Source: an optimization exercise on an open RTL-to-GDS flow (aim: small area). Production flows keep margins and buffers that such runs may drop. The RTL was checked by simulation tests, not by an equivalence proof against the original design. No activity file was given, so power comes from the tool's default toggle rates.

## fjord
Design cpu, start of the top module:
module cpu (
    input  logic clk,
    input  logic cpu_en,
    input  logic reset,
    output logic [15:0] mem_addr,
    input  logic [7:0] mem_rdata,
    output logic [7:0] mem_wdata,
    output logic mem_read,
    output logic mem_write,
    input  logic nmi,
    input  logic irq
);
    localparam logic [3:0] S0 = 4'd0, S1 = 4'd1, S2 = 4'd2, S3 = 4'd3,
                           S4 = 4'd4, S5 = 4'd5, S6 = 4'd6, MOD = 4'd7,
                           SI1 = 4'd8, SI2 = 4'd9, SI3 = 4'd10,
                           SI4 = 4'd11, SI5 = 4'd12, SI6 = 4'd13, WR = 4'd14;
    localparam logic [3:0] P1 = S3, IXA = S3, P2 = S4, FIX = S5, EA = S6;
    logic [3:0] state, next_state;
    logic [7:0] a, x, y, s, op, al, ah, data, pcl, pch;
    logic p_c, p_z, p_i, p_d, p_b, p_v, p_n;
    logic [7:0] p;
    logic reset_flg, nmi_flg, brk_flg, nmi_prev;
    assign p = {p_n, p_v, 1'b1, p_b, p_d, p_i, p_z, p_c};
    wire [7:0] rd = mem_rdata;
    wire c_nop    = (op == 8'hEA);
    wire c_flag   = (op[4:0] == 5'b11000) && (op[7:5] != 3'b100);
    wire c_inxy   = ({op[7:6], op[4:0]} == 7'b1101000);
    wire c_dex    = (op == 8'hCA);
    wire c_dey    = (op == 8'h88);
    wire c_taxy   = ({op[7:2], op[0]} == 7'b1010100);
    wire c_txas   = ({op[7:5], op[3:0]} == 7'b1001010);
  ...
Settings: LEC_CHECK=0, ABC_AREA=1, CAP_MARGIN=20, CORE_MARGIN=2, CORE_UTILIZATION=40, GPL_TIMING_DRIVEN=0, SLEW_MARGIN=20; clock period 12.0 ns.
standard.sh (not shown) runs the stock make flow with config.mk's settings and CLKGATE_MAP_FILE= SYNTH_SCRIPT=/design/flow/synth_recipe.tcl, a recipe that flattens the netlist after the stock synthesis.
==> flow/flow/run.sh <==
#!/bin/bash
# Layout flow: the standard flow, with one extra step after synthesis.
# The standard synthesis (standard.sh synth) is kept as is, registers included;
# only its combinational logic is re-mapped by ABC with an area-oriented script
# (flow/reopt.ys, flow/reopt.abc): four rounds of four runs with different
# seeds in parallel, each keeping the smallest netlist. The standard flow then
# lays the design out,
# with smaller port buffers and clock buffers.
set -euo pipefail
HERE=$(pwd)
RES=$HERE/orfs/results/$FLOW_PLATFORM/cpu/base
LIB=$FLOW_HOME/platforms/$FLOW_PLATFORM/lib/sky130_fd_sc_hd__tt_025C_1v80.lib
T=150

bash standard.sh synth > synth.log 2>&1

cp "$RES/1_2_yosys.v" "$HERE/std_1_2_yosys.v"

# reopt ROUND INPUT: four seeds in parallel from INPUT, keeping the smallest
reopt() {
    local round=$1 input=$2 seed best="" best_area="" area
    for seed in 1 2 3 4; do
        local tag="r${round}_s${seed}"
        sed -e "s#@T@#$T#g" -e "s#@SEED@#$((seed + 4 * (round - 1)))#g" flow/reopt.abc > "reopt_$tag.abc"
        sed -e "s#@LIB@#$LIB#g" -e "s#@IN@#$input#g" \
            -e "s#@OUT@#$HERE/reopt_$tag.v#g" -e "s#@ABC@#$HERE/reopt_$tag.abc#g" \
            flow/reopt.ys > "reopt_$tag.ys"
        yosys -s "reopt_$tag.ys" > "reopt_yosys_$tag.log" 2>&1 &
    done
    wait
    for seed in 1 2 3 4; do
        local tag="r${round}_s${seed}"
        area=$(grep -i "chip area" "reopt_yosys_$tag.log" | tail -1 | awk '{print $NF}')
        echo "round $round seed $seed: $area" >> reopt_areas.log
        if [[ -n "$area" && -s "reopt_$tag.v" ]]; then
            if [[ -z "$best" ]] || awk "BEGIN{exit !($area < $best_area)}"; then
                best=$tag; best_area=$area
            fi
        fi
    done
    echo "round $round best: $best, $best_area" >> reopt_areas.log
    cp "reopt_$best.v" "reopt_round$round.v"
}

# each round starts from the best netlist so far
final="$HERE/std_1_2_yosys.v"
final_area=""
for round in 1 2 3 4; do
    reopt $round "$final"
    area=$(grep "round $round best" reopt_areas.log | awk '{print $NF}')
    if [[ -z "$final_area" ]] || awk "BEGIN{exit !($area < $final_area)}"; then
        final="$HERE/reopt_round$round.v"; final_area=$area
    fi
done
echo "final: $final $final_area" >> reopt_areas.log

cp "$final" "$RES/1_2_yosys.v"
rm -f "$RES/1_synth.odb" "$RES/1_synth.sdc"
# Port buffers: the smallest buffer cell instead of the default delay cell.
# Clock tree: small clock buffers and no dummy loads.
bash standard.sh \
    BUFFER_PORTS_ARGS="-buffer_cell sky130_fd_sc_hd__buf_1" \
    CTS_ARGS="-sink_clustering_enable -repair_clock_nets -buf_list sky130_fd_sc_hd__clkbuf_8 -dont_use_dummy_load" \
    finish > finish.log 2>&1
Other scripts of this flow, unchanged in this note and not shown: flow/flow/reopt.abc, flow/flow/reopt.ys
fjord ended with every stage complete and zero timing, DRC or antenna violations.
Inputs modified between fjord and harbor:
- swapping 20 for 10 in CAP_MARGIN
- swapping 20 for 10 in SLEW_MARGIN
### Flow results
In the metrics for fjord and harbor, the one carrying the lower effective utilization at floorplan is harbor.
Synthesized area on harbor is behind fjord.
Between fjord and harbor, power consumption is higher for harbor, fjord comes in under that.
Between fjord and harbor, highest attainable clock frequency decreased.
Compared with fjord, in harbor combinational power has increased; fraction of the cycle the final worst path needs has increased.
Detailed route, harbor vs fjord: via total lower for harbor
Between fjord and harbor, the flow reports final-stage net count decreasing by a few percent.
Side by side, design area turned out higher in harbor than in fjord.

-- afterwards: timing with drivers on the ports --
How much do the figures lean on ideal ports? The routed layouts below were timed once more, with nothing changed but the port constraints. Step 1 (the two cells are an assumption about what drives the block):
set clk [get_ports {clk}]
set_driving_cell -lib_cell sky130_fd_sc_hd__clkbuf_16 $clk
set_driving_cell -lib_cell sky130_fd_sc_hd__buf_2 [delete_from_list [all_inputs] $clk]
Step 2 times the ports against the registers' clock, not the clock port: input delays grow and output delays shrink by t, the midpoint of the rising clock arrivals with the driver on. a / b / c = no drivers / after step 1 / after step 2; a / b = the first two.
run	t, ns	slack for setup (ns)	worst hold slack (ns)	worst setup path at the end	latest minus earliest clock arrival (ns)
fjord	0.405	2.032 / 2.032 / 2.032	0.531 / 0.531 / 0.531	register to register	0.044 / 0.044
harbor	0.410	1.006 / 1.006 / 1.006	0.546 / 0.546 / 0.546	register to register	0.023 / 0.022
After both steps every run listed still meets setup and hold.
